This is an optimization exercise on Yosys and OpenROAD, whose aim is small area, a short achievable clock period and few clock cycles per item, not a production implementation. Where RTL was checked, it was by simulation tests only, not by an equivalence proof against the original. No functional check of the RTL was part of runs 2 to 6.

[flow/design.v]
module fpadder (output logic [31:0] sum, output logic ready,
		 input logic [31:0] a, input logic clock, nreset);
logic signA, signB;
logic [7:0] expA, expB;
logic [23:0] mantissaA, mantissaB;
logic [24:0] denormSum;
logic [4:0] normalizeCounter;
enum {reset, start, loada, loadb, checkSpecial, denormalize, adding, subtracting, normalizeAdd1, normalizeAdd2, normalizeSub1, normalizeSub2} state;
always_ff @(posedge clock, negedge nreset)
begin: SEQ
if (~nreset)
state <= reset;
else
begin  
case(state)
reset: begin
  signA <= '0;
  signB <= '0;
  mantissaA <= '0;
  mantissaB <= '0;
  expA <= '0;
  expB <= '0;
  sum <= '0;
  denormSum <= '0;
  normalizeCounter <= '0;
  state <= start;
end
start: begin
  normalizeCounter <= '0;
  state <= loada;
  end
  loada: begin
  sum <= 0;
  signA <= a[31];
  expA <= a[30:23];
  mantissaA[23:1] <= a[22:0];
  state <= loadb;
  end
  loadb: begin
  signB <= a[31];
  expB <= a[30:23];
  mantissaB[23:1] <= a[22:0];
  state <= checkSpecial;
end
checkSpecial : begin        
  if((expA == 8'b11111111) && (mantissaA[23:1] != 23'b00000000000000000000000))
  begin
  sum <= 32'b11111111111111111111111111111111;  
  state <= start;
  end
  else if((expB == 8'b11111111) && (mantissaB[23:1] != 23'b00000000000000000000000))
  begin
  sum <= 32'b11111111111111111111111111111111;  
  state <= start;
  end
  else if((expA == 8'b11111111) && (expB == 8'b11111111) && (signA != signB))
  begin
  sum <= 32'b11111111111111111111111111111111;  
  state <= start;
  end
  else if(expA == 8'b11111111)
  begin
  sum <= {signA, 31'b1111111100000000000000000000000};  
  state <= start;
  end
  else if(expB == 8'b11111111)
  begin
  sum <= {signB, 31'b1111111100000000000000000000000};  
  state <= start;
  end
  else if({expA, mantissaA[23:1]} == '0) 
  begin
  sum <= {signB, expB, mantissaB[23:1]};
  state <= start;
  end
  else if({expB, mantissaB[23:1]} == '0)
  begin
  sum <= {signA, expA, mantissaA[23:1]};
  state <= start;
  end
  else
  state <= denormalize;
end
denormalize : begin
  if (expA < expB)
  begin
  mantissaA[23:0] <= {1'b1, mantissaA[23:1]} >> (expB-expA);
  mantissaB[23:0] <= {1'b1, mantissaB[23:1]};
  sum[30:23] <= expB;
  end
  else
  begin
  mantissaB[23:0] <= {1'b1, mantissaB[23:1]} >> (expA-expB);
  mantissaA[23:0] <= {1'b1, mantissaA[23:1]};
  sum[30:23] <= expA;
  end
  if(signA == signB)
  begin
  state <= adding;
  end
  else
  begin
  state <= subtracting;
  end
end
adding: begin
  denormSum[24:0] <= mantissaA[23:0] + mantissaB[23:0];  
  sum[31] <= signA;
  state <= normalizeAdd1;
end
normalizeAdd1: begin
  if(denormSum[24])
  begin
  sum[30:23] <= sum[30:23] + 1'b1;
  sum[22:0] <= denormSum[23:1];
  end
  else
  sum[22:0] <= denormSum[22:0];
  state <= normalizeAdd2;
end
normalizeAdd2: begin
  if(sum[30:23] == 8'b11111111)
  sum[30:0] <= 31'b1111111100000000000000000000000;
  state <= start;
end
subtracting: begin
  if(mantissaA[23:0] == '0)
  begin
  sum <= {signB, expB, mantissaB[22:0]};
  state <= start;
  end
  else if(mantissaB[23:0] == '0)
  begin
  sum <= {signA, expA, mantissaA[22:0]};
  state <= start;
  end
  else if(signA)
  begin
  denormSum <= {signA, (~mantissaA[23:0] + 1'b1)} + {signB, mantissaB[23:0]};
  state <= normalizeSub1;
  end
  else
  begin
  denormSum <= {signA, mantissaA[23:0]} + {signB, (~mantissaB[23:0] + 1'b1)};
  state <= normalizeSub1;
end
end
normalizeSub1: begin
  if(denormSum[23:0] == '0)
  begin
  sum <= 0;
  state <= start;
  end
  else 
  begin
  if (denormSum[24])
  begin
  denormSum[23:0] <= ~denormSum[23:0] + 1'b1;
  sum[31] <= denormSum[24];
  end
  state <= normalizeSub2;
  end
end
normalizeSub2: begin
  if(~denormSum[23])
  begin
  denormSum[23:0] <= denormSum[23:0] << 1;
  sum[30:23] <= sum[30:23] - 1'b1;
  normalizeCounter <= normalizeCounter + 1'b1;
  state <= normalizeSub2;
  end
  else
  begin
  sum[22:0] <= denormSum[22:0];
  state <= start;
  end
end
endcase
end
end
always_comb
begin: COM
  ready = '0;
  case(state)
  reset : begin
  ready = '0;
  end
  start : begin
  ready = '1;
  end
  default : begin
  ready = '0;
  end
  endcase
  end
endmodule
[flow/run.sh]
#!/bin/bash
# synth_recipe.tcl (not shown) runs the flow's synth.tcl, then flattens the netlist and writes it again
# the make line also repeats each setting of config.mk as NAME=value (left out here)
make -C /OpenROAD-flow-scripts/flow DESIGN_CONFIG=/design/flow/config.mk WORK_HOME=/design/flow/orfs CLKGATE_MAP_FILE= SYNTH_SCRIPT=/design/flow/synth_recipe.tcl finish
[flow/config.mk]
export PLATFORM = sky130hd
export DESIGN_NAME = fpadder
export DESIGN_NICKNAME = fpadder
export VERILOG_FILES = /design/flow/design.v
export SDC_FILE = /design/flow/constraint.sdc
export NUM_CORES = 4
export LEC_CHECK = 0
export CAP_MARGIN = 20
export CORE_MARGIN = 2
export CORE_UTILIZATION = 40
export SLEW_MARGIN = 20
[flow/constraint.sdc]
create_clock -name core_clock -period 5.0 [get_ports {clock}]
set_input_delay 1.0000 -clock core_clock [delete_from_list [all_inputs] [get_ports {clock}]]
set_output_delay 1.0000 -clock core_clock [all_outputs]
set_load 0.01 [all_outputs]
==> run summary, run 1 <==
Initial Utilization=0.406; commonest non-fill, non-tap cell in the layout=a21oi_1; crit end category=flip-flop; drt pass-1 iters=5; period utilisation layout=0.904; pin count of the biggest net entering global routing=60; synthesized netlist cell count=1928; status=no timing/DRC/antenna violations; Worst Hold Class=reg2reg; Mapped Nets=2072; vias in the first global route=14.5k; fmax=221 MHz; DRT antenna net count=0; Netlist Area Pre-Place=15300 µm²; largest area contributor in the netlist=edfxtp_1; Worst-Skew Late Latency=0.46 ns; Finished Layout Cells=2457; Post-route DRC=0; Post-synth EDFFs=123; drt total wl=54700 µm; Nets=2077; sequential area share after synthesis=0.248; final hold vios=0; Filler cells=3784; Final setup viols=0; clock-pin slew on the worst setup and hold paths=0.07 ns; CTS tree=yes; Post-CTS Resized=0; CORE AREA=37700 µm²; Main synth FF type=edfxtp_1; Synth async-reset ratio=0.0315; crit path DAT=4.84 ns; 1st-iter DRT viols=1567; Max-slew headroom=0.283; cts bufs inserted=17; CTS sink count=127; GP Congestion=0.992; Area Growth Syn to Fin=12.0%; I/O Buffers=66; area of the multi-input gates=10700 µm²; Tot GR Track Use=0.276; cell area after layout=17100 µm²; layout cell share with drive strength beyond 1=0.0776; gr ovfl total=0; WP data required=5.32 ns; Worst Setup Start Kind=flip-flop; Placed Cells=2425; TNS Setup=0 ns; max-slew violations=0; Mean Syn Cell Area=7.93 µm²; Crit Path Max Fanout=5; critical path class=reg2reg; largest cells by area after synthesis=edfxtp_1 (24%), ha_1 (8.5%), a21oi_1 (6.6%); CTS H-tree depth=4; Max-Cap Viols=0; maximum root-to-sink buffer count=2; first-pass GRT wire length=84200 µm; routed via count=15.5k; Via-to-Cell Ratio=6.29; Reg area=3790 µm²; Clock Root Buffer=clkbuf_16; Die Wd=199 µm; Slew @ Worst Pin=1.07 ns; Ports=67; antenna fix cells=0; # Post-CTS Setup Buffers=0; Clock Skew=0.0138 ns; # rows=71; Die Ht=199 µm; drt wl/cell=22.2 µm; placed cell area=16600 µm²; die area=39800 µm²; RSZ-0062 raised after global routing=no; Tmin final=4.52 ns; hpwl dp=42100 µm; initial antenna violation count=0; post-synth top area share=0.242; Post-CTS Hold Fix Bufs=0; most frequent cells in the layout=a21oi_1 (201), nand2_1 (159), nor2_1 (156); yosys warns=1; Yosys reg bits=127; Netlist cell types=85
final cells by class:
cell class | instances | area share
Multi-Input combinational cell | 1594 | 0.628
Sequential cell | 127 | 0.222
Tap cell | 511 | 0.0373
Inverter | 58 | 0.0127
Clock inverter | 12 | 0.00563
Timing Repair Buffer | 135 | 0.0696
Clock buffer | 20 | 0.0255
state kept, by name, indices dropped and copies added (netlist names), 4 cells and up:
signal     flops
state          4
mantissaB     24
expA           8
expB           8
denormSum     25
sum           32
mantissaA     24
path summary, 6_finish.rpt:
| check | cells past startpoint | endpoint | startpoint | slack (ns) |
|---|---|---|---|---|
| max | 16 | denormSum[24] | mantissaB[4] | 0.48 |
| min | 2 | denormSum[9] | denormSum[8] | 0.73 |
| max reg2reg | 16 | denormSum[24] | mantissaB[4] | 0.48 |
| min reg2reg | 2 | denormSum[9] | denormSum[8] | 0.73 |
| max in group asynchronous | 1 | state[2] | nreset | 3.76 |
| min in group asynchronous | 1 | state[1] | nreset | 0.90 |
worst max-delay path, stage by stage (launching register included):
cell and delay, ns:
edfxtp_1 0.39, nor3_1 0.35, nand2b_1 0.18, nor4_2 0.28, nand2_1 0.19, nor3_1 0.21
xnor2_1 0.15, ha_1 0.30, a21o_1 0.21, a21o_1 0.17, a211oi_1 0.22, o31ai_1 0.19
a32oi_1 0.38, o31ai_1 0.17, a2111oi_0 0.52, mux2_2 0.40, nand3_1 0.07
cell families (layout without fill, tap and decap cells):
| family | after synthesis | in the layout | synth area share |
|---|---|---|---|
| AOI/OAI and AO/OA | 684 | 684 | 0.285 |
| xor gates and xnor gates | 122 | 122 | 0.0699 |
| adders and majority gates | 113 | 113 | 0.0950 |
| buffers and inverters | 207 | 225 | 0.0523 |
| DFF | 127 | 127 | 0.248 |
| muxes | 60 | 60 | 0.0476 |
| and+or+nand+nor | 615 | 615 | 0.202 |
metal layers:
metal	share of wire	up-vias	global-route usage	wire, µm
met3	0.084	101	0.0402	4570
met4	0.028	0	0.0914	1520
met5	0	-	0	0
li1	-	7246	-	-
met1	0.44	7363	0.383	24200
met2	0.45	743	0.440	24300
Yosys cell counts (12+ instances only):
master and count:
a211oi_1 25, a21o_1 36, a21oi_1 201, a22oi_1 70, a31oi_1 23, and2_1 23, and3_1 16, buf_1 14
buf_2 12, clkbuf_1 121, edfxtp_1 123, ha_1 104, inv_1 57, mux2_2 12, mux2i_1 39, nand2_1 159
nand2b_1 31, nand3_1 35, nand4_1 12, nor2_1 159, nor2b_1 25, nor3_1 56, nor4_1 19, o211ai_1 19
o21ai_0 154, o221ai_1 16, or3_1 31, xnor2_1 73, xor2_1 49
stage by stage:
stage                     worst slack [ns]  hold slack, ns  utilization
after CTS                            0.501           0.731        0.454
after global placement               0.621           0.713        0.440
after global routing                0.0888           0.776        0.454
final                                0.481           0.725        0.454
after detailed placement             0.541           0.709        0.440
after floorplan                      0.363           0.636            -
Testbench counts, summed over its fixed seeds: cycles 297,850, ops 32,000.
==> run 2: changes to the inputs <==
==> flow/design.v (replaced) <==
module fpadder (output logic [31:0] sum, output logic ready,
		 input logic [31:0] a, input logic clock, nreset);
logic rs, sa, sb;         
logic zr;                 
logic [31:0] r;           
logic dc, fs, fnan, finf;  
assign ready = ~rs & ~sa & ~sb;
always_ff @(posedge clock, negedge nreset)
  if (~nreset) begin
    rs <= 1'b1;
    sa <= 1'b0;
    sb <= 1'b0;
    zr <= 1'b1;
  end else begin
    rs <= 1'b0;
    sa <= ready;
    sb <= sa;
    if (sb) zr <= 1'b0;
  end
logic [7:0] eA, eB, eL, eS, d;
logic [22:0] fA, fB;
logic [23:0] mL, mS, mSal;
logic [24:0] D;
logic swp, zs, sub, aNaN, bNaN, nan, inf, sgn;
always_comb begin
  eA = r[30:23]; fA = r[22:0];
  eB = a[30:23]; fB = a[22:0];
  swp = (r[30:0] <= a[30:0]);
  zs  = (r[30:0] == '0) | (a[30:0] == '0);
  eL  = swp ? eB : eA;
  eS  = swp ? eA : eB;
  d   = swp ? (eB - eA) : (eA - eB);
  mL  = {1'b1, swp ? fB : fA};
  mS  = {1'b1, swp ? fA : fB};
  mSal = (zs || d >= 8'd24) ? 24'd0 : (mS >> d[4:0]);
  sub = r[31] ^ a[31];
  D   = sub ? ({1'b0, mL} - {1'b0, mSal}) : ({1'b0, mL} + {1'b0, mSal});
  aNaN = (eA == 8'hff) && (fA != '0);
  bNaN = (eB == 8'hff) && (fB != '0);
  nan = aNaN | bNaN | ((eA == 8'hff) && (eB == 8'hff) && sub);
  inf = (eA == 8'hff) | (eB == 8'hff);
  sgn = (eA == 8'hff) ? r[31] : (eB == 8'hff) ? a[31] : (swp ? a[31] : r[31]);
end
always_ff @(posedge clock) begin
  if (sb) begin
    r    <= {eL, D[23:0]};
    dc   <= D[24];
    fs   <= sgn;
    fnan <= nan;
    finf <= inf;
  end else
    r <= a;
end
logic [7:0] E;
logic [23:0] M, N;
logic [4:0] lz;
always_comb begin
  E = r[31:24];
  M = r[23:0];
  lz = 5'd0;
  for (int i = 0; i < 24; i++)
    if (M[i]) lz = 5'(23 - i);
  N = M << lz;
  if (zr)
    sum = 32'd0;
  else if (fnan)
    sum = 32'hffffffff;
  else if (finf || (dc && E == 8'hfe))
    sum = {fs, 8'hff, 23'd0};
  else if (dc)
    sum = {fs, E + 8'd1, M[23:1]};
  else if (M == '0)
    sum = 32'd0;
  else
    sum = {fs, E - {3'd0, lz}, N[22:0]};
end
endmodule
==> run summary, run 2 <==
mux contribution to synthesized area=0.169 (was 0.0476); WHS Endpoint=sb (was denormSum[9]); routed via count=12.3k (was 15.5k); Slew @ Worst Pin=0.898 ns (was 1.07 ns); Reg2Reg Setup Slack=-1.78 ns (was 0.48 ns); Largest Register=r (was sum); Post-CTS Hold Fix Bufs=0 (unchanged); main combinational cell family by area after synthesis=compound AO/OA/AOI/OAI gates (unchanged); most frequent cells in the layout=buf_4 (461), nor2_1 (118), nand2_1 (108) (was a21oi_1 (201), nand2_1 (159), nor2_1 (156)); gr ovfl total=0 (unchanged); Initial Utilization=0.409 (was 0.406); final setup margin=-2.28 ns (was 0.481 ns); Placed Cells=1950 (was 2425); # rows=55 (was 71); Tot GR Track Use=0.365 (was 0.276); Via-to-Cell Ratio=6.04 (was 6.29); CP most frequent cell=nand4_1; most frequent cell after synthesis=nor2_1 (was a21oi_1); Area Growth Syn to Fin=60.5% (was 12.0%); post-synth top area share=0.0984 (was 0.242); synthesized netlist cell count=1287 (was 1928); Tmin final=7.28 ns (was 4.52 ns); drt pass-1 iters=5 (unchanged); Post-synth EDFFs=4 (was 123); Mapped Nets=1398 (was 2072); status=complete, but fails checks (was no timing/DRC/antenna violations); r2r endpoint=dc (was denormSum[24]); initial antenna violation count=1 (was 0); sequential area share after synthesis=0.0930 (was 0.248); yosys warns=1 (unchanged); WP buf/inv=7 (was 0); die area=24400 µm² (was 39800 µm²); Netlist Area Pre-Place=9280 µm² (was 15300 µm²); CORE AREA=22700 µm² (was 37700 µm²); crit end category=flip-flop (unchanged); hpwl dp=35000 µm (was 42100 µm); CP peak stage delay=0.40 ns (was 0.52 ns); Simple-Gate Fraction of Synth Area=0.214 (was 0.202); Synth top cells by count=nor2_1 (123), o21ai_0 (116), nand2_1 (112) (was a21oi_1 (201), nand2_1 (159), nor2_1 (159)); critical path class=in2reg (was reg2reg); 1st-iter DRT viols=916 (was 1567); pin count of the biggest net entering global routing=70 (was 60); Netlist cell types=99 (was 85); WP data required=5.18 ns (was 5.32 ns); largest area contributor in the netlist=ha_1 (was edfxtp_1); drt total wl=45700 µm (was 54700 µm); layout cell share with drive strength beyond 1=0.433 (was 0.0776); commonest non-fill, non-tap cell in the layout=buf_4 (was a21oi_1); Synth async-reset ratio=0.100 (was 0.0315); Mean Syn Cell Area=7.21 µm² (was 7.93 µm²); violated checks=negative setup slack; first-pass GRT wire length=68400 µm (was 84200 µm); max-slew violations=0 (unchanged); area fraction in compound gates after synthesis=0.281 (was 0.285); Clock Skew=0.0158 ns (was 0.0138 ns); Final setup viols=24 (was 0); CTS sink count=40 (was 127); Crit path max-delay family=compound AO/OA/AOI/OAI gates (unchanged); Ports=67 (unchanged); Critical R2R Launch=r[21] (was mantissaB[4]); Worst Setup Start Kind=primary input (was flip-flop); crit path DAT=7.46 ns (was 4.84 ns); xor/xnor share of the synthesized area=0.0601 (was 0.0699); Post-Synth Adder-Cell Area=0.107 (was 0.0949); RSZ-0062 raised after global routing=yes (was no); cts bufs inserted=5 (was 17); Post-route DRC=0 (unchanged); DRT antenna net count=0 (unchanged); Yosys reg bits=40 (was 127); vias in the first global route=12.0k (was 14.5k); max reg flops=32 (unchanged); Max-Cap Viols=0 (unchanged); fmax=137 MHz (was 221 MHz); Finished Layout Cells=2038 (was 2457); largest cells by area after synthesis=ha_1 (9.8%), mux2i_1 (9.2%), dfxtp_1 (6.9%) (was edfxtp_1 (24%), ha_1 (8.5%), a21oi_1 (6.6%)); min-delay src=sa (was denormSum[8]); Worst-Skew Late Latency=0.31 ns (was 0.46 ns); Die Ht=156 µm (was 199 µm); antenna fix cells=0 (unchanged); drt wl/cell=22.4 µm (was 22.2 µm); Worst Hold Depth=0 (was 2); hold_ws=0.387 ns (was 0.725 ns); period utilisation layout=1.46 (was 0.904); clock-pin slew on the worst setup and hold paths=0.07 ns (about the same); Die Wd=156 µm (was 199 µm); final hold vios=0 (unchanged); maximum root-to-sink buffer count=2 (unchanged); I/O Buffers=66 (unchanged); CTS tree=yes (unchanged); Max-slew headroom=0.395 (was 0.283); CP max-delay cell=fa_2 (was a2111oi_0); Clock Root Buffer=clkbuf_16 (unchanged); Filler cells=1963 (was 3784); CTS H-tree depth=2 (was 4); Crit Path Max Fanout=10 (was 5); Nets=1863 (was 2077); GP Congestion=0.972 (was 0.992); r2r worst-path depth=32 (was 16); Main synth FF type=dfxtp_1 (was edfxtp_1); Worst Hold Class=reg2reg (unchanged)
run 2: cell count changes after synthesis, sizes merged, moves of 22 or more:
cell / previous run / this run
clkbuf: 121 / 64
nand2: 159 / 113
o21ai: 165 / 124
ha: 104 / 73
mux2i: 39 / 87
a21oi: 201 / 106
xnor2: 73 / 34
nor2: 159 / 123
dfxtp: 0 / 32
or3: 32 / 10
nand2b: 31 / 9
a22oi: 70 / 4
edfxtp: 123 / 4
xor2: 49 / 24
run 2: stage by stage:
stage          utilization  setup TNS, ns  setup WS (ns)  area [µm²]
3_3_place_gp         0.582         -52.47          -3.03       13200
5_1_grt              0.656         -37.91          -2.45       14900
3_5_place_dp         0.582         -55.19          -3.12       13200
4_1_cts              0.627         -29.51          -2.27       14200
2_1_floorplan            -         -24.18          -2.12        9550
6_report             0.656         -33.72          -2.28       14900
run 2: repair_timing:
item                       CTS  global route
pin swaps                   81            68
gates resized for setup    213           139
buffers inserted            56            27
setup endpoints to repair   42            50
hold endpoints to repair     0             0
run 2: how the worst max path moves through the flow:
stage	start	to	slack [ns]	cells after the start
finish	a[7]	dc	-2.28	34
CTS	a[18]	dc	-2.27	34
global placement	a[19]	dc	-3.03	32
detailed placement	a[19]	dc	-3.12	34
global route	a[23]	dc	-2.45	33
floorplan	a[18]	dc	-2.12	31
run 2: cells by family after synthesis:
group / after synthesis
buf+inv: 167
flops: 40
xor+xnor: 59
compound gates: 405
mux: 128
simple gates: 410
other cells: 1
fa+ha+maj: 77
run 2: cell type report:
cell class                 instances  area, µm²  share of cell area
multi-input combinational       1080       8800               0.591
timing repair buffer             552       4430               0.297
sequential                        40        875              0.0587
tap                              285        357              0.0239
inverter                          73        299              0.0201
clock buffer                       6        129             0.00865
clock inverter                     2       12.5            0.000840
run 2: layer usage:
layer	wire (µm)	global-route usage
met1	18200	0.447
met5	0	0
met2	21400	0.627
met3	3270	0.0407
met4	2740	0.193
==> run 3: changes to the inputs <==
==> flow/design.v (replaced) <==
module fpadder (output logic [31:0] sum, output logic ready,
		 input logic [31:0] a, input logic clock, nreset);
typedef enum logic [2:0] {S_RST, S_RDY, S_LA, S_LB, S_AL, S_AD, S_RV, S_NR} st_t;
st_t st;
logic [31:0] X;           
logic        hx;          
logic [22:0] Y;           
logic        hy;          
logic [4:0]  d;           
logic        kill;        
logic        sub;         
logic        zr, fnan, finf, isgn;
assign ready = (st == S_RDY);
logic [7:0] eA, eB, dAB, dBA, dd;
logic       azero, bzero, swp;
always_comb begin
  eA = X[30:23];
  eB = a[30:23];
  azero = (X[30:0] == '0);
  bzero = (a[30:0] == '0);
  swp = (eA < eB) | azero;
  dAB = eA - eB;
  dBA = eB - eA;
  dd  = swp ? dBA : dAB;
end
logic [4:0] dlow;         
logic [23:0] ysh;
always_comb begin
  dlow = d & (~d + 5'd1);
  ysh = {hy, Y};
  case (1'b1)
    dlow[0]: ysh = {1'd0, hy, Y[22:1]};
    dlow[1]: ysh = {2'd0, hy, Y[22:2]};
    dlow[2]: ysh = {4'd0, hy, Y[22:4]};
    dlow[3]: ysh = {8'd0, hy, Y[22:8]};
    dlow[4]: ysh = {16'd0, hy, Y[22:16]};
    default: ;
  endcase
end
logic [23:0] p, q;
logic [24:0] r;
always_comb begin
  p = {hx, X[22:0]} ^ {24{st == S_RV}};
  q = {hy, Y} ^ {24{sub & (st != S_RV)}};
  r = {1'b0, p} + {1'b0, q} + {24'd0, sub};
end
logic [23:0] m, msh;
logic [7:0]  ek;
always_comb begin
  m = {hx, X[22:0]};
  if (m[23:8] == '0)       begin msh = {m[7:0], 16'd0}; ek = 8'd16; end
  else if (m[23:16] == '0) begin msh = {m[15:0], 8'd0}; ek = 8'd8; end
  else if (m[23:20] == '0) begin msh = {m[19:0], 4'd0}; ek = 8'd4; end
  else if (m[23:22] == '0) begin msh = {m[21:0], 2'd0}; ek = 8'd2; end
  else                     begin msh = {m[22:0], 1'd0}; ek = 8'd1; end
end
always_ff @(posedge clock, negedge nreset)
  if (~nreset)
    st <= S_RST;
  else
    case (st)
      S_RST: st <= S_RDY;
      S_RDY: st <= S_LA;
      S_LA:  st <= S_LB;
      S_LB:  st <= (eA == 8'hff || eB == 8'hff) ? S_RDY :
                    (dd == 8'd0 || azero || bzero) ? S_AD : S_AL;
      S_AL:  st <= (kill || (d & ~dlow) == 5'd0) ? S_AD : S_AL;
      S_AD:  st <= (sub && !r[24]) ? S_RV : (sub && !r[23]) ? S_NR : S_RDY;
      S_RV:  st <= r[23] ? S_RDY : S_NR;
      S_NR:  st <= (m == '0 || msh[23]) ? S_RDY : S_NR;
      default: st <= S_RDY;
    endcase
always_ff @(posedge clock, negedge nreset)
  if (~nreset)
    zr <= 1'b1;
  else if (st == S_LB)
    zr <= 1'b0;
  else if (st == S_NR && m == '0)
    zr <= 1'b1;
always_ff @(posedge clock) begin
  case (st)
    S_LB: begin
      if (swp) X <= a;
      hx <= 1'b1;
      Y  <= swp ? X[22:0] : a[22:0];
      hy <= ~(azero | bzero);
      if (azero | bzero) Y <= '0;
      d  <= dd[4:0];
      kill <= (dd[7:5] != 3'd0);
      sub  <= X[31] ^ a[31];
      fnan <= ((eA == 8'hff) && (X[22:0] != '0)) || ((eB == 8'hff) && (a[22:0] != '0))
              || ((eA == 8'hff) && (eB == 8'hff) && (X[31] ^ a[31]));
      finf <= (eA == 8'hff) || (eB == 8'hff);
      isgn <= (eA == 8'hff) ? X[31] : a[31];
    end
    S_AL: begin
      if (kill) {hy, Y} <= '0;
      else {hy, Y} <= ysh;
      d <= d & ~dlow;
    end
    S_AD: begin
      if (!sub) begin
        if (r[24]) begin
          {hx, X[22:0]} <= r[24:1];
          X[30:23] <= X[30:23] + 8'd1;
          if (X[30:23] == 8'hfe) begin
            finf <= 1'b1;
            isgn <= X[31];
          end
        end else
          {hx, X[22:0]} <= r[23:0];
      end else if (r[24])
        {hx, X[22:0]} <= r[23:0];
    end
    S_RV: begin
      {hx, X[22:0]} <= r[23:0];
      X[31] <= ~X[31];
    end
    S_NR: begin
      {hx, X[22:0]} <= msh;
      X[30:23] <= X[30:23] - ek;
    end
    default: X <= a;
  endcase
end
always_comb begin
  if (zr)
    sum = 32'd0;
  else if (fnan)
    sum = 32'hffffffff;
  else if (finf)
    sum = {isgn, 8'hff, 23'd0};
  else
    sum = X;
end
endmodule
==> run summary, run 3 <==
status=no timing/DRC/antenna violations (was complete, but fails checks); max reg flops=32 (unchanged); Die Ht=148 µm (was 156 µm); most frequent cells in the layout=nor2_1 (109), a21oi_1 (108), nand2_1 (87) (was buf_4 (461), nor2_1 (118), nand2_1 (108)); Crit Path Max Fanout=23 (was 10); 1st-iter DRT viols=892 (was 916); Final setup viols=0 (was 24); Nets=1149 (was 1863); Yosys reg bits=71 (was 40); Critical R2R Launch=st[2] (was r[21]); maximum root-to-sink buffer count=2 (unchanged); largest area contributor in the netlist=edfxtp_1 (was ha_1); Worst Hold Depth=4 (was 0); I/O Buffers=66 (unchanged); period utilisation layout=0.922 (was 1.46); Synth async-reset ratio=0.0563 (was 0.100); Post-route DRC=0 (unchanged); largest registers=X: 32 flops, Y: 23 flops, d: 5 flops; CTS H-tree depth=3 (was 2); crit path DAT=4.68 ns (was 7.46 ns); CP most frequent cell=buf_4 (was nand4_1); Initial Utilization=0.410 (was 0.409); cts bufs inserted=9 (was 5); Via-to-Cell Ratio=6.18 (was 6.04); largest cells by area after synthesis=edfxtp_1 (24%), xnor2_1 (7.1%), ha_1 (6.8%) (was ha_1 (9.8%), mux2i_1 (9.2%), dfxtp_1 (6.9%)); antenna fix cells=0 (unchanged); WP buf/inv=4 (was 7); synthesized netlist cell count=1054 (was 1287); # Post-CTS Setup Buffers=0 (was 56); sequential area share after synthesis=0.254 (was 0.0930); max-slew violations=0 (unchanged); vias in the first global route=7856 (was 12.0k); Max-Cap Viols=0 (unchanged); critical path class=reg2reg (was in2reg); initial antenna violation count=0 (was 1); Ports=67 (unchanged); drt wl/cell=21.8 µm (was 22.4 µm); final hold vios=0 (unchanged); Worst Hold Class=reg2reg (unchanged); Placed Cells=1324 (was 1950); Synth top cells by count=a21oi_1 (109), nor2_1 (109), nand2_1 (88) (was nor2_1 (123), o21ai_0 (116), nand2_1 (112)); crit end category=flip-flop (unchanged); fmax=217 MHz (was 137 MHz); routed via count=8285 (was 12.3k); CTS tree=yes (unchanged); die area=22000 µm² (was 24400 µm²); Tot GR Track Use=0.265 (was 0.365); DRT antenna net count=0 (unchanged); min-delay src=kill (was sa); Worst-Skew Late Latency=0.35 ns (was 0.31 ns); Netlist cell types=79 (was 99); Main synth FF type=edfxtp_1 (was dfxtp_1); layout cell share with drive strength beyond 1=0.0607 (was 0.433); Die Wd=148 µm (was 156 µm); WHS Endpoint=st[0] (was sb); Worst Setup Start Kind=flip-flop (was primary input); r2r worst-path depth=16 (was 32); first-pass GRT wire length=45100 µm (was 68400 µm); RSZ-0062 raised after global routing=no (was yes); CTS sink count=71 (was 40); Mean Syn Cell Area=7.89 µm² (was 7.21 µm²); post-synth top area share=0.242 (was 0.0984); Crit path max-delay family=simple AND/OR/NAND/NOR gates (was compound AO/OA/AOI/OAI gates); CP peak stage delay=0.46 ns (was 0.40 ns); Tmin final=4.61 ns (was 7.28 ns); hpwl dp=21900 µm (was 35000 µm); Max-slew headroom=0.355 (was 0.395); gr ovfl total=0 (unchanged); hold_ws=0.666 ns (was 0.387 ns); Post-CTS Hold Fix Bufs=0 (unchanged); TNS Setup=0 ns (was -33.72 ns); Clock Skew=0.0103 ns (was 0.0158 ns); CP max-delay cell=or3_1 (was fa_2); drt pass-1 iters=5 (unchanged); Slew @ Worst Pin=0.967 ns (was 0.898 ns); pin count of the biggest net entering global routing=51 (was 70); Finished Layout Cells=1340 (was 2038); CP cell instances=clkinv_1, or3_1, nand2_1, buf_4, xnor2_1, inv_1, fa_1, nor2b_1, o2111ai_1, a211o_1, nand3_4, a31oi_4, o21ai_2, nand2_2, nor3_1, buf_4; WP data required=5.07 ns (was 5.18 ns); GP Congestion=0.965 (was 0.972); Clock Root Buffer=clkbuf_16 (unchanged); Largest Register=X (was r); Netlist Area Pre-Place=8310 µm² (was 9280 µm²); r2r endpoint=X[26] (was dc); Post-synth EDFFs=67 (was 4); # rows=52 (was 55); drt total wl=29200 µm (was 45700 µm); Reg2Reg Setup Slack=0.39 ns (was -1.78 ns); yosys warns=1 (unchanged); commonest non-fill, non-tap cell in the layout=nor2_1 (was buf_4); clock-pin slew on the worst setup and hold paths=0.06 ns (was 0.07 ns); CORE AREA=20300 µm² (was 22700 µm²); Mapped Nets=1138 (was 1398); Area Growth Syn to Fin=14.1% (was 60.5%)
[run 3: changes by cell type in the layout (fill, tap and decap cells not counted), moves of 32 or more]
cell / before / now
xnor2_1: 28 / 67
buf_4: 461 / 27
mux2i_1: 68 / 35
o21ai_1: 36 / 4
clkdlybuf4s50_1: 16 / 66
edfxtp_1: 4 / 67
[run 3: layout make-up]
type	instances	area, µm²
clock inverter	7	97.6
tap	270	338
fill	2024	10800
sequential	71	2110
inverter	46	173
timing repair buffer	94	883
clock buffer	9	225
multi-input combinational	843	5660
[run 3: logic make-up (layout without fill, tap and decap cells)]
| logic type | after synthesis | count (layout) | share of synthesized area |
|---|---|---|---|
| buffers and inverters | 140 | 156 | 0.0668 |
| and+or+nand+nor | 337 | 337 | 0.195 |
| DFF | 71 | 71 | 0.254 |
| adders and majority gates | 51 | 51 | 0.0810 |
| xor gates and xnor gates | 78 | 78 | 0.0822 |
| muxes | 38 | 38 | 0.0462 |
| AOI/OAI and AO/OA | 339 | 339 | 0.275 |
[run 3: what timing repair did]
action | in CTS | in global routing
resized for setup | 0 | 1
hold endpoints to repair | 0 | 0
setup endpoints to repair | 0 | 26
[run 3: worst max-delay path by stage]
| stage | from | to | slack, ns | cells after the start |
|---|---|---|---|---|
| 6_report | st[2] | X[26] | 0.39 | 16 |
| 5_1_grt | st[2] | X[29] | 0.03 | 16 |
| 4_1_cts | st[2] | X[24] | 0.22 | 16 |
| 3_5_place_dp | st[2] | X[24] | 0.25 | 16 |
| 3_3_place_gp | st[2] | X[26] | 0.39 | 16 |
| 2_1_floorplan | st[1] | X[23] | 0.13 | 18 |
[run 3: worst reg2reg max path, delay by kind of cell, from the launching register on]
family	cells	cell delay [ns]
compound gates	4	0.96
xor+xnor	1	0.21
fa+ha+maj	1	0.44
buf+inv	4	0.88
flops	1	0.35
simple gates	6	1.50
[run 3: stage by stage]
stage	cell area, µm²	util	setup slack [ns]
final	9490	0.467	0.388
after global routing	9490	0.467	0.0328
after CTS	9480	0.467	0.216
after detailed placement	9160	0.451	0.254
after global placement	9160	0.451	0.391
after floorplan	8320	-	0.130
[run 3: layer usage]
layer  GRT usage  vias up  wire [µm]  share of wire
met5           0        -          0              0
met4       0.117        0       1290          0.044
met1       0.344     3922      12200           0.42
li1            -     3924          -              -
met2       0.428      368      13600           0.47
met3      0.0531       71       2100          0.072
==> run 4: changes to the inputs <==
==> flow/design.v (replaced) <==
module fpadder (output logic [31:0] sum, output logic ready,
		 input logic [31:0] a, input logic clock, nreset);
logic s_rst, s_rdy, s_la, s_lb, s_al, s_ad, s_rv, s_nr;
logic [31:0] X;           
logic        hx;          
logic        cx;          
logic [23:0] Y;           
logic [4:0]  d;           
logic        kill;        
logic        sub;         
assign ready = s_rdy;
assign sum = X;
logic [7:0] eA, eB, dd;
logic       azero, bzero, swp, aspec, bspec, nan, sgnI;
always_comb begin
  eA = X[30:23];
  eB = a[30:23];
  azero = (X[30:0] == '0);
  bzero = (a[30:0] == '0);
  swp = (eA < eB) | azero;
  dd  = swp ? (eB - eA) : (eA - eB);
  aspec = (eA == 8'hff);
  bspec = (eB == 8'hff);
  nan = (aspec && (X[22:0] != '0)) || (bspec && (a[22:0] != '0))
        || (aspec && bspec && (X[31] ^ a[31]));
  sgnI = aspec ? X[31] : a[31];
end
logic [4:0] dlow;         
logic [23:0] ysh;
always_comb begin
  dlow = d & (~d + 5'd1);
  ysh = Y;
  case (1'b1)
    dlow[0]: ysh = {1'd0, Y[23:1]};
    dlow[1]: ysh = {2'd0, Y[23:2]};
    dlow[2]: ysh = {4'd0, Y[23:4]};
    dlow[3]: ysh = {8'd0, Y[23:8]};
    dlow[4]: ysh = {16'd0, Y[23:16]};
    default: ;
  endcase
  if (kill) ysh = '0;
end
logic [23:0] p, q;
logic [24:0] r;
always_comb begin
  p = {hx, X[22:0]} ^ {24{s_rv}};
  q = Y ^ {24{sub & ~s_rv}};
  r = {1'b0, p} + {1'b0, q} + {24'd0, sub | s_rv};
end
logic [23:0] m, msh;
logic [7:0]  en;
logic        mz;
always_comb begin
  m = {hx, X[22:0]};
  mz = (m == '0);
  if (cx)                  begin msh = {1'b1, m[23:1]};  en = X[30:23] + 8'd1; end
  else if (m[23:8] == '0)  begin msh = {m[7:0], 16'd0}; en = X[30:23] - 8'd16; end
  else if (m[23:16] == '0) begin msh = {m[15:0], 8'd0}; en = X[30:23] - 8'd8; end
  else if (m[23:20] == '0) begin msh = {m[19:0], 4'd0}; en = X[30:23] - 8'd4; end
  else if (m[23:22] == '0) begin msh = {m[21:0], 2'd0}; en = X[30:23] - 8'd2; end
  else                     begin msh = {m[22:0], 1'd0}; en = X[30:23] - 8'd1; end
end
always_ff @(posedge clock, negedge nreset)
  if (~nreset) begin
    s_rst <= 1'b1;
    {s_rdy, s_la, s_lb, s_al, s_ad, s_rv, s_nr} <= '0;
  end else begin
    s_rst <= 1'b0;
    s_rdy <= s_rst
           | (s_lb & (aspec | bspec))
           | (s_ad & (sub ? (r[24] & r[23]) : ~r[24]))
           | (s_rv & r[23])
           | (s_nr & (cx | mz | msh[23]));
    s_la  <= s_rdy;
    s_lb  <= s_la;
    s_al  <= (s_lb & ~(aspec | bspec) & ~(dd == 8'd0 || azero || bzero))
           | (s_al & ~(kill || (d & ~dlow) == 5'd0));
    s_ad  <= (s_lb & ~(aspec | bspec) & (dd == 8'd0 || azero || bzero))
           | (s_al & (kill || (d & ~dlow) == 5'd0));
    s_rv  <= s_ad & sub & ~r[24];
    s_nr  <= (s_ad & (sub ? (r[24] & ~r[23]) : r[24]))
           | (s_rv & ~r[23])
           | (s_nr & ~(cx | mz | msh[23]));
  end
always_ff @(posedge clock) begin
  if (s_lb)
    Y <= (azero | bzero) ? 24'd0 : {1'b1, swp ? X[22:0] : a[22:0]};
  else if (s_al)
    Y <= ysh;
  else
    Y <= '0;
  if (s_lb) begin
    d    <= dd[4:0];
    kill <= (dd[7:5] != 3'd0);
    sub  <= X[31] ^ a[31];
  end else if (s_al)
    d <= d & ~dlow;
  if (s_rst)
    X <= '0;
  else if (s_lb) begin
    hx <= 1'b1;
    cx <= 1'b0;
    if (nan)
      X <= 32'hffffffff;
    else if (aspec | bspec)
      X <= {sgnI, 8'hff, 23'd0};
    else if (swp)
      X <= a;
  end else if (s_ad | s_rv) begin
    {hx, X[22:0]} <= r[23:0];
    cx <= r[24] & ~sub;
    if (s_rv) X[31] <= ~X[31];
  end else if (s_nr) begin
    cx <= 1'b0;
    if (mz)
      X <= '0;
    else if (cx && X[30:23] == 8'hfe)
      X[30:0] <= {8'hff, 23'd0};
    else begin
      {hx, X[22:0]} <= msh;
      X[30:23] <= en;
    end
  end else if (s_la | s_rdy)
    X <= a;
end
endmodule
==> run summary, run 4 <==
antenna fix cells=0 (unchanged); RSZ-0062 raised after global routing=no (unchanged); CP cell instances=clkdlybuf4s50_1, inv_1, ha_1, a21oi_1, a21oi_1, nor3_2, a2111oi_1, or4b_1, a311o_1, or4b_1, a32o_1 (was clkinv_1, or3_1, nand2_1, buf_4, xnor2_1, inv_1, fa_1, nor2b_1, o2111ai_1, a211o_1, nand3_4, a31oi_4, o21ai_2, nand2_2, nor3_1, buf_4); most frequent cell after synthesis=nor2_1; M2 GR Usage=0.476 (was 0.428); CORE AREA=21100 µm² (was 20300 µm²); Crit Path Max Fanout=9 (was 23); CP peak stage delay=0.56 ns (was 0.46 ns); Synth async-reset ratio=0.110 (was 0.0563); CP max-delay cell=clkdlybuf4s50_1 (was or3_1); Nets=1252 (was 1149); largest registers=X: 32 flops, Y: 24 flops, d: 5 flops (was X: 32 flops, Y: 23 flops, d: 5 flops); largest cells by area after synthesis=edfxtp_1 (12%), dfxtp_1 (7.4%), ha_1 (7.4%) (was edfxtp_1 (24%), xnor2_1 (7.1%), ha_1 (6.8%)); Mean Syn Cell Area=7.47 µm² (was 7.89 µm²); Mapped Nets=1239 (was 1138); Tot GR Track Use=0.303 (was 0.265); status=no timing/DRC/antenna violations (unchanged); WP data required=5.23 ns (was 5.07 ns); Die Wd=151 µm (was 148 µm); CTS H-tree depth=3 (unchanged); Filler cells=2202 (was 2024); layout cell share with drive strength beyond 1=0.0633 (was 0.0607); Finished Layout Cells=1444 (was 1340); drt total wl=34200 µm (was 29200 µm); CTS tree=yes (unchanged); I/O Buffers=66 (unchanged); post-synth top area share=0.115 (was 0.242); gr ovfl total=0 (unchanged); area of the multi-input gates=6190 µm² (was 5660 µm²); Final setup viols=0 (unchanged); 1st-iter DRT viols=969 (was 892); yosys warns=1 (unchanged); commonest non-fill, non-tap cell in the layout=nor2_1 (unchanged); Yosys reg bits=73 (was 71); # rows=53 (was 52); final setup margin=0.583 ns (was 0.388 ns); most frequent cells in the layout=nor2_1 (122), a21oi_1 (116), nand2_1 (109) (was nor2_1 (109), a21oi_1 (108), nand2_1 (87)); initial antenna violation count=0 (unchanged); Worst-Skew Late Latency=0.36 ns (was 0.35 ns); fmax=226 MHz (was 217 MHz); Worst Hold Class=reg2reg (unchanged); period utilisation layout=0.883 (was 0.922); crit path DAT=4.65 ns (was 4.68 ns); Slew @ Worst Pin=1.00 ns (was 0.967 ns); max reg flops=32 (unchanged); die area=22700 µm² (was 22000 µm²); Post-CTS Hold Fix Bufs=0 (unchanged); Worst Setup Start Kind=primary input (was flip-flop); grt met3 use=0.0618 (was 0.0531); max-slew violations=0 (unchanged); worst slack, placed=0.268 ns (was 0.254 ns); CTS sink count=73 (was 71); drt pass-1 iters=5 (unchanged); Post-route DRC=0 (unchanged); Netlist Area Pre-Place=8600 µm² (was 8310 µm²); DRT antenna net count=0 (unchanged); grt met1 use=0.414 (was 0.344); vias in the first global route=8657 (was 7856); crit end category=flip-flop (unchanged); largest area contributor in the netlist=edfxtp_1 (unchanged); Max-Cap Viols=0 (unchanged); Netlist cell types=79 (unchanged); Main synth FF type=edfxtp_1 (unchanged); Ports=67 (unchanged); drt wl/cell=23.7 µm (was 21.8 µm); critical path class=in2reg (was reg2reg); TNS Setup=0 ns (unchanged); Die Ht=151 µm (was 148 µm); gr busiest metal=met2 (unchanged); GP Congestion=0.982 (was 0.965); # Post-CTS Setup Buffers=0 (unchanged); first-pass GRT wire length=52500 µm (was 45100 µm); Area Growth Syn to Fin=13.4% (was 14.1%); pin count of the biggest net entering global routing=42 (was 51); final cell utilization of the core=0.462 (was 0.467); sequential area share after synthesis=0.213 (was 0.254); routed via count=9259 (was 8285); final hold vios=0 (unchanged); Tmin final=4.42 ns (was 4.61 ns); clock-pin slew on the worst setup and hold paths=0.06 ns (about the same); Largest Register=X (unchanged); Synth top cells by count=nor2_1 (123), a21oi_1 (116), nand2_1 (109) (was a21oi_1 (109), nor2_1 (109), nand2_1 (88)); Reg area=1830 µm² (was 2110 µm²); Clock Root Buffer=clkbuf_16 (unchanged); Post-synth EDFFs=33 (was 67); Clock Skew=0.0123 ns (was 0.0103 ns); hold_ws=0.431 ns (was 0.666 ns); maximum root-to-sink buffer count=2 (unchanged); Initial Utilization=0.408 (was 0.410); Post-CTS Resized=0 (unchanged); Max-slew headroom=0.331 (was 0.355); cts bufs inserted=9 (unchanged); Placed Cells=1428 (was 1324); synthesized netlist cell count=1151 (was 1054); Via-to-Cell Ratio=6.41 (was 6.18); hpwl dp=25600 µm (was 21900 µm)
-- run 4: final cells by class --
class | instances | share of cell area
Multi-Input combinational cell | 939 | 0.635
Tap cell | 275 | 0.0353
Sequential cell | 73 | 0.188
Clock inverter | 6 | 0.00950
Inverter | 44 | 0.0169
Timing Repair Buffer | 97 | 0.0916
Clock buffer | 10 | 0.0235
-- run 4: kinds of logic (layout without fill, tap and decap cells) --
family | count (synthesis) | after routing | synth area share
flip-flops | 73 | 73 | 0.213
other | 1 | 1 | 0.000436
AND/OR/NAND/NOR | 368 | 368 | 0.204
buffers and inverters | 139 | 157 | 0.0672
adder cells (fa/ha/maj) | 55 | 55 | 0.0824
multiplexers | 36 | 36 | 0.0422
XOR/XNOR | 75 | 75 | 0.0764
AO/OA/AOI/OAI | 404 | 404 | 0.315
-- run 4: path summary, 6_finish.rpt --
path,start,end,slack (ns),depth (start not counted)
min in group asynchronous,nreset,s_la,0.93,1
max in group asynchronous,nreset,s_rst,3.77,1
hold reg to reg,s_la,s_lb,0.43,0
hold / removal,s_la,s_lb,0.43,0
setup / recovery,a[26],s_al,0.58,11
setup reg to reg,sub,cx,0.71,11
-- run 4: through the flow --
stage	area, µm²
6_report	9750
5_1_grt	9750
4_1_cts	9750
3_5_place_dp	9430
3_3_place_gp	9430
2_1_floorplan	8600
-- run 4: layer usage --
metal	part of all wire	wire length [µm]
met1	0.43	14800
met3	0.090	3080
met2	0.44	15200
met4	0.033	1110
met5	0	0
-- run 4: worst max-delay path: cells and delay by family --
kind / cells / cell delay [ns]
compound gates: 5 / 1.18
buf+inv: 2 / 0.63
fa+ha+maj: 1 / 0.40
simple gates: 3 / 1.43
==> run 5: changes to the inputs <==
--- a/flow/config.mk
+++ b/flow/config.mk
@@ -7,2 +7,3 @@
 export LEC_CHECK = 0
+export ABC_CLOCK_PERIOD_IN_PS = 2800
 export CAP_MARGIN = 20
@@ -10,2 +11,3 @@
 export CORE_UTILIZATION = 40
+export SETUP_SLACK_MARGIN = 2.2
 export SLEW_MARGIN = 20
==> run summary, run 5 <==
Die Wd=151 µm (unchanged); sequential area share after synthesis=0.213 (unchanged); Max-slew headroom=0.233 (was 0.331); area fraction in compound gates after synthesis=0.315 (unchanged); Mapped Nets=1239 (unchanged); period utilisation layout=0.705 (was 0.883); Die Ht=151 µm (unchanged); Largest Register=X (unchanged); Slew @ Worst Pin=1.15 ns (was 1.00 ns); Finished Layout Cells=1563 (was 1444); Reg area=1850 µm² (was 1830 µm²); WP data required=5.24 ns (was 5.23 ns); Tot GR Track Use=0.336 (was 0.303); crit end category=flip-flop (unchanged); post-synth top area share=0.115 (unchanged); Filler cells=1754 (was 2202); DRT antenna net count=0 (unchanged); Clock Root Buffer=clkbuf_16 (unchanged); synthesized netlist cell count=1151 (unchanged); Nets=1371 (was 1252); Via-to-Cell Ratio=6.67 (was 6.41); commonest non-fill, non-tap cell in the layout=nor2_1 (unchanged); Worst-Skew Late Latency=0.36 ns (about the same); drt pass-1 iters=6 (was 5); first-pass GRT wire length=58200 µm (was 52500 µm); Tmin final=3.53 ns (was 4.42 ns); critical path class=in2reg (unchanged); cell area after layout=12700 µm² (was 9750 µm²); yosys warns=1 (unchanged); Synth async-reset ratio=0.110 (unchanged); routed via count=10.4k (was 9259); largest cells by area after synthesis=edfxtp_1 (12%), dfxtp_1 (7.4%), ha_1 (7.4%) (unchanged); RSZ-0062 raised after global routing=yes (was no); CTS tree=yes (unchanged); largest registers=X: 32 flops, Y: 24 flops, d: 5 flops (unchanged); # rows=53 (unchanged); Worst Hold Depth=0 (unchanged); Area Growth Syn to Fin=47.3% (was 13.4%); hold_ws=0.435 ns (was 0.431 ns); 1st-iter DRT viols=1123 (was 969); clock-pin slew on the worst setup and hold paths=0.06 ns (about the same); Netlist cell types=79 (unchanged); CTS H-tree depth=3 (unchanged); maximum root-to-sink buffer count=2 (unchanged); drt total wl=40500 µm (was 34200 µm); antenna fix cells=0 (unchanged); Post-CTS Hold Fix Bufs=0 (unchanged); r2r worst-path depth=13 (was 11); drt wl/cell=25.9 µm (was 23.7 µm); Netlist Area Pre-Place=8600 µm² (unchanged); most frequent cells in the layout=nor2_1 (111), buf_4 (107), nand2_1 (100) (was nor2_1 (122), a21oi_1 (116), nand2_1 (109)); Final setup viols=0 (unchanged); GP Congestion=0.942 (was 0.982); Mean Syn Cell Area=7.47 µm² (unchanged); Clock Skew=0.0174 ns (was 0.0123 ns); most frequent cell after synthesis=nor2_1 (unchanged); xor/xnor share of the synthesized area=0.0764 (unchanged); CTS sink count=73 (unchanged); final hold vios=0 (unchanged); CORE AREA=21100 µm² (unchanged); Main synth FF type=edfxtp_1 (unchanged); I/O Buffers=66 (unchanged); max reg flops=32 (unchanged); vias in the first global route=9653 (was 8657); initial antenna violation count=0 (unchanged); status=no timing/DRC/antenna violations (unchanged); Max-Cap Viols=0 (unchanged); Crit Path Max Fanout=5 (was 9); hpwl dp=25800 µm (was 25600 µm); Placed Cells=1425 (was 1428); Ports=67 (unchanged); pin count of the biggest net entering global routing=42 (unchanged); crit path DAT=3.76 ns (was 4.65 ns); main combinational cell family by area after synthesis=compound AO/OA/AOI/OAI gates (unchanged); Post-Synth Adder-Cell Area=0.0824 (unchanged); Post-route DRC=0 (unchanged); gr ovfl total=0 (unchanged); Yosys reg bits=73 (unchanged); fmax=284 MHz (was 226 MHz); Synth top cells by count=nor2_1 (123), a21oi_1 (116), nand2_1 (109) (unchanged); layout cell share with drive strength beyond 1=0.318 (was 0.0633); Initial Utilization=0.408 (unchanged); Worst Hold Class=reg2reg (unchanged); mux contribution to synthesized area=0.0422 (unchanged); Post-synth EDFFs=33 (unchanged); Simple-Gate Fraction of Synth Area=0.204 (unchanged); max-slew violations=0 (unchanged); placed cell area=9620 µm² (was 9430 µm²); die area=22700 µm² (unchanged); TNS Setup=0 ns (unchanged); largest area contributor in the netlist=edfxtp_1 (unchanged); cts bufs inserted=9 (unchanged); Worst Setup Start Kind=primary input (unchanged); area of the multi-input gates=7860 µm² (was 6190 µm²)
==> run 5: area by class of cell <==
type                            count  share of cell area
Clock inverter                      6             0.00731
Timing Repair Buffer              213               0.167
Multi-Input combinational cell    942               0.620
Inverter                           44              0.0146
Sequential cell                    73               0.146
Clock buffer                       10              0.0181
Tap cell                          275              0.0272
==> run 5: final timing paths <==
path | from | to | slack (ns)
worst max-delay path | a[23] | s_al | 1.47
worst min-delay path | s_la | s_lb | 0.44
worst max register to register | X[23] | s_al | 1.51
worst min register to register | s_la | s_lb | 0.44
max in group asynchronous | nreset | s_rst | 3.75
min in group asynchronous | nreset | s_nr | 0.93
==> run 5: cells by family after synthesis <==
logic type | Yosys count
xor+xnor | 75
mux | 36
compound gates | 404
fa+ha+maj | 55
simple gates | 368
flops | 73
other cells | 1
buf+inv | 139
==> run 5: repair_timing <==
action	CTS	global route
setup buffers	69	43
pin swaps	83	99
cloned	4	6
gates resized for setup	235	135
endpoints found under the setup margin	69	67
==> run 5: through the flow <==
| stage | util | worst slack (ns) |
|---|---|---|
| 2_1_floorplan | - | 1.33 |
| 3_3_place_gp | 0.456 | 0.552 |
| 3_5_place_dp | 0.456 | 0.488 |
| 4_1_cts | 0.546 | 1.57 |
| 5_1_grt | 0.601 | 1.45 |
| 6_report | 0.601 | 1.47 |
==> run 5: routing by layer <==
layer / routed length [µm] / global-route usage
met5: 0 / 0
met4: 1920 / 0.133
met3: 3900 / 0.0776
met2: 18800 / 0.542
met1: 15900 / 0.434
==> run 5: worst max-delay path, stage by stage <==
cell      delay, ns
buf_8          0.09
ha_4           0.13
inv_2          0.03
fa_2           0.36
nand3_4        0.09
a21oi_4        0.08
or3_4          0.43
a221oi_4       0.35
o31ai_1        0.11
a311o_1        0.35
or4b_4         0.50
a32o_1         0.24
==> run 6: changes to the inputs <==
==> flow/design.v (replaced) <==
module fpadder (output logic [31:0] sum, output logic ready,
		 input logic [31:0] a, input logic clock, nreset);
logic s_rst, s_z, s_a, s_b, s_c, s_v, s_n;
logic [31:0] R;           
logic [23:0] Q;           
logic        sub;         
logic        fnan, finf, isgn, flip;
logic [7:0]  eA, eB, dd;
logic        azero, bzero, swp, aspec, bspec;
logic [23:0] mS, mSal;
always_comb begin
  eA = R[30:23];
  eB = a[30:23];
  azero = (R[30:0] == '0);
  bzero = (a[30:0] == '0);
  swp = (eA < eB) | azero;
  dd  = swp ? (eB - eA) : (eA - eB);
  aspec = (eA == 8'hff);
  bspec = (eB == 8'hff);
  mS = {1'b1, swp ? R[22:0] : a[22:0]};
  mSal = (azero || bzero || dd >= 8'd24) ? 24'd0 : (mS >> dd[4:0]);
end
logic [23:0] p, q;
logic [24:0] D;
logic        sg;
always_comb begin
  p = {1'b1, R[22:0]} & {24{~s_v}};
  q = Q ^ {24{sub}};
  D = {1'b0, p} + {1'b0, q} + {24'd0, sub};
  sg = R[31] ^ s_v;
end
logic neg, far;
assign neg = sub & ~D[24] & s_c;
assign far = sub ? (D[24] | s_v) & D[23] : 1'b1;
logic [4:0]  lz;
logic [23:0] N;
always_comb begin
  lz = 5'd0;
  for (int i = 0; i < 24; i++)
    if (Q[i]) lz = 5'(23 - i);
  N = Q << lz;
end
assign ready = s_z | s_n | ((s_c | s_v) & ((finf | fnan) | (~neg & far)));
always_comb begin
  if (s_z)
    sum = 32'd0;
  else if (s_n)
    sum = (Q == '0) ? 32'd0 : {R[31] ^ flip, R[30:23] - {3'd0, lz}, N[22:0]};
  else if (fnan)
    sum = 32'hffffffff;
  else if (finf || (D[24] && !sub && R[30:23] == 8'hfe))
    sum = {finf ? isgn : R[31], 8'hff, 23'd0};
  else if (D[24] && !sub)
    sum = {R[31], R[30:23] + 8'd1, D[23:1]};
  else
    sum = {sg, R[30:23], D[22:0]};
end
always_ff @(posedge clock, negedge nreset)
  if (~nreset) begin
    s_rst <= 1'b1;
    {s_z, s_a, s_b, s_c, s_v, s_n} <= '0;
  end else begin
    s_rst <= 1'b0;
    s_z <= s_rst;
    s_a <= ready;
    s_b <= s_a;
    s_c <= s_b;
    s_v <= s_c & ~(finf | fnan) & neg;
    s_n <= (s_c | s_v) & ~(finf | fnan) & ~neg & ~far;
  end
always_ff @(posedge clock) begin
  if (s_b) begin
    if (swp) R <= a;
    Q    <= mSal;
    sub  <= R[31] ^ a[31];
    fnan <= (aspec && (R[22:0] != '0)) || (bspec && (a[22:0] != '0))
            || (aspec && bspec && (R[31] ^ a[31]));
    finf <= aspec | bspec;
    isgn <= aspec ? R[31] : a[31];
    flip <= 1'b0;
  end else if (s_c | s_v) begin
    Q <= D[23:0];
    if (s_v) flip <= 1'b1;
  end else if (s_a | s_z)
    R <= a;
end
endmodule
--- a/flow/config.mk
+++ b/flow/config.mk
@@ -7,3 +7,2 @@
 export LEC_CHECK = 0
-export ABC_CLOCK_PERIOD_IN_PS = 2800
 export CAP_MARGIN = 20
@@ -11,3 +10,2 @@
 export CORE_UTILIZATION = 40
-export SETUP_SLACK_MARGIN = 2.2
 export SLEW_MARGIN = 20
==> run summary, run 6 <==
Largest Register=R (was X); first-pass GRT wire length=46800 µm (was 58200 µm); die area=22900 µm² (was 22700 µm²); Reg area=2000 µm² (was 1850 µm²); Die Wd=151 µm (about the same); vias in the first global route=8319 (was 9653); Netlist Area Pre-Place=8660 µm² (was 8600 µm²); Filler cells=1996 (was 1754); commonest non-fill, non-tap cell in the layout=buf_4 (was nor2_1); largest cells by area after synthesis=edfxtp_1 (21%), mux2i_1 (8.9%), ha_1 (6.6%) (was edfxtp_1 (12%), dfxtp_1 (7.4%), ha_1 (7.4%)); Post-synth EDFFs=60 (was 33); Worst Setup Start Kind=flip-flop (was primary input); Slew @ Worst Pin=0.987 ns (was 1.15 ns); gr ovfl total=0 (unchanged); max-slew violations=0 (unchanged); TNS Setup=-0.0530 ns (was 0 ns); drt wl/cell=21.2 µm (was 25.9 µm); crit end category=output port (was flip-flop); pin count of the biggest net entering global routing=31 (was 42); Netlist cell types=83 (was 79); Synth async-reset ratio=0.103 (was 0.110); I/O Buffers=66 (unchanged); Main synth FF type=edfxtp_1 (unchanged); Nets=1267 (was 1371); Finished Layout Cells=1463 (was 1563); Ports=67 (unchanged); initial antenna violation count=0 (unchanged); CTS tree=yes (unchanged); CP max-delay cell=or4_4 (was or4b_4); # rows=53 (unchanged); crit path DAT=4.04 ns (was 3.76 ns); CP cell instances=buf_4, xor2_1, ha_1, nor2b_2, o31a_1, o41a_1, nor4_4, o31a_4, o22ai_4, a31o_4, a21o_4, or4_4, a21oi_2, buf_2 (was buf_8, ha_4, inv_2, fa_2, nand3_4, a21oi_4, or3_4, a221oi_4, o31ai_1, a311o_1, or4b_4, a32o_1); Placed Cells=1425 (unchanged); final hold vios=0 (unchanged); synthesized netlist cell count=1027 (was 1151); maximum root-to-sink buffer count=2 (unchanged); clock-pin slew on the worst setup and hold paths=0.05 ns (was 0.06 ns); Crit path max-delay family=compound AO/OA/AOI/OAI gates (unchanged); Final setup viols=2 (was 0); Yosys reg bits=68 (was 73); Clock Root Buffer=clkbuf_16 (unchanged); Mapped Nets=1111 (was 1239); largest area contributor in the netlist=edfxtp_1 (unchanged); 1st-iter DRT viols=727 (was 1123); antenna fix cells=0 (unchanged); RSZ-0062 raised after global routing=yes (unchanged); cts bufs inserted=9 (unchanged); drt pass-1 iters=5 (was 6); final cell utilization of the core=0.522 (was 0.601); WP data required=4.00 ns (was 5.24 ns); WP buf/inv=2 (unchanged); period utilisation layout=1.01 (was 0.705); CP peak stage delay=0.53 ns (was 0.50 ns); Post-CTS Hold Fix Bufs=0 (unchanged); Worst-Skew Late Latency=0.35 ns (was 0.36 ns); GP Congestion=0.953 (was 0.942); Area Growth Syn to Fin=27.4% (was 47.3%); CORE AREA=21200 µm² (was 21100 µm²); post-synth top area share=0.208 (was 0.115); largest registers=R: 32 flops, Q: 24 flops (was X: 32 flops, Y: 24 flops, d: 5 flops); yosys warns=1 (unchanged); Die Ht=151 µm (about the same); Worst Hold Class=reg2reg (unchanged); DRT antenna net count=0 (unchanged); final setup margin=-0.0443 ns (was 1.47 ns); critical path class=reg2out (was in2reg); CTS sink count=68 (was 73); CTS H-tree depth=3 (unchanged); violated checks=negative setup slack; area of the multi-input gates=6510 µm² (was 7860 µm²); Tot GR Track Use=0.269 (was 0.336); most frequent cell after synthesis=nand2_1 (was nor2_1); Crit Path Max Fanout=5 (unchanged); Tmin final=5.04 ns (was 3.53 ns); sequential area share after synthesis=0.231 (was 0.213); Mean Syn Cell Area=8.44 µm² (was 7.47 µm²); Max-slew headroom=0.340 (was 0.233); fmax=198 MHz (was 284 MHz); max reg flops=32 (unchanged); Post-route DRC=0 (unchanged); hpwl dp=24700 µm (was 25800 µm); Initial Utilization=0.410 (was 0.408); Synth top cells by count=nand2_1 (109), nor2_1 (86), a21oi_1 (81) (was nor2_1 (123), a21oi_1 (116), nand2_1 (109)); routed via count=8858 (was 10.4k); Via-to-Cell Ratio=6.05 (was 6.67); Clock Skew=0.00846 ns (was 0.0174 ns); layout cell share with drive strength beyond 1=0.232 (was 0.318); drt total wl=31000 µm (was 40500 µm); status=complete, but fails checks (was no timing/DRC/antenna violations); Max-Cap Viols=0 (unchanged); most frequent cells in the layout=buf_4 (133), nand2_1 (109), nor2_1 (83) (was nor2_1 (111), buf_4 (107), nand2_1 (100))
-- run 6: cell count changes after synthesis, sizes merged, moves of 20 or more --
| cell | change |
|---|---|
| dfxtp | -31 |
| a21oi | -34 |
| mux4 | +23 |
| nor2 | -37 |
| clkbuf | -31 |
| mux2i | +44 |
| nor2b | +30 |
| edfxtp | +27 |
| xnor2 | -20 |
-- run 6: worst reg2reg max path, delay by kind of cell (launching register included) --
kind / cells / cell delay (ns)
AOI/OAI and AO/OA: 7 / 1.74
buffers and inverters: 2 / 0.45
xor gates and xnor gates: 1 / 0.16
DFF: 1 / 0.49
and+or+nand+nor: 2 / 0.56
adders and majority gates: 2 / 0.68
-- run 6: layer usage --
metal	vias up	wire length [µm]	global-route usage
li1	4147	-	-
met1	4276	13900	0.380
met2	363	14100	0.430
met3	72	1890	0.0280
met4	0	1100	0.0921
met5	-	0	0
-- run 6: final cells by class --
class,instances,area share
sequential,68,0.181
clock inverter,7,0.0104
inverter,42,0.0143
tap,275,0.0312
timing repair buffer,207,0.153
clock buffer,9,0.0204
multi-input combinational,855,0.589
-- run 6: through the flow --
step	hold WS (ns)	area, µm²	setup slack [ns]
after floorplan	0.355	8660	0.00644
after global routing	0.395	11000	-0.138
after global placement	0.359	10300	-0.115
after detailed placement	0.372	10300	-0.153
final	0.385	11000	-0.0443
after CTS	0.389	10800	-0.142
-- run 6: final timing paths --
| path | startpoint | end | slack [ns] | cells past startpoint |
|---|---|---|---|---|
| worst max-delay path | sub | sum[21] | -0.04 | 14 |
| max in group asynchronous | nreset | s_rst | 3.77 | 1 |
| min in group asynchronous | nreset | s_z | 0.93 | 1 |
| worst min register to register | s_a | s_b | 0.38 | 0 |
| worst max register to register | R[23] | Q[0] | 0.78 | 14 |
| worst min-delay path | s_a | s_b | 0.38 | 0 |
-- run 6: cell families after synthesis --
group,share of synthesized area
flops,0.231
compound gates,0.221
simple gates,0.194
fa+ha+maj,0.0757
other cells,0.000433
buf+inv,0.0492
xor+xnor,0.0615
mux,0.167
-- run 6: timing repair --
item	in CTS	in global routing
endpoints found under the setup margin	33	30
gates resized for setup	59	83
buffers inserted	7	14
pin swaps	6	32
cloned	0	1

## static timing again, ports no longer ideal
How much do the figures lean on ideal ports? The routed layouts below were timed once more, with nothing changed but the port constraints. Step 1 assumes that a clkbuf_16 drives the clock port and a buf_2 every other input. Step 2 times the ports against the registers' clock, not the clock port: input delays grow and output delays shrink by t, the midpoint of the rising clock arrivals with the driver on. Three values: ideal, step 1, step 2; two values: the first two.
run	t (ns)	setup slack, ns	hold slack, ns	worst setup path after step 2	slew at the worst register clock pin (ns)
run 1	0.497	0.481 / 0.481 / 0.481	0.725 / 0.725 / 0.725	register to register	0.07 / 0.07
run 2	0.344	-2.279 / -2.262 / -2.606	0.387 / 0.387 / 0.387	input to register	0.08 / 0.08
run 3	0.398	0.388 / 0.388 / 0.388	0.666 / 0.666 / 0.666	register to register	0.07 / 0.07
run 4	0.394	0.583 / 0.601 / 0.207	0.431 / 0.431 / 0.431	input to register	0.07 / 0.07
run 5	0.402	1.475 / 1.473 / 1.071	0.435 / 0.435 / 0.435	input to register	0.08 / 0.08
run 6	0.383	-0.044 / -0.085 / -0.029	0.385 / 0.385 / 0.385	input to register	0.06 / 0.06
The setup slack of run 5, which loses most, moves by -0.002 ns with the drivers and by -0.404 ns with both steps.
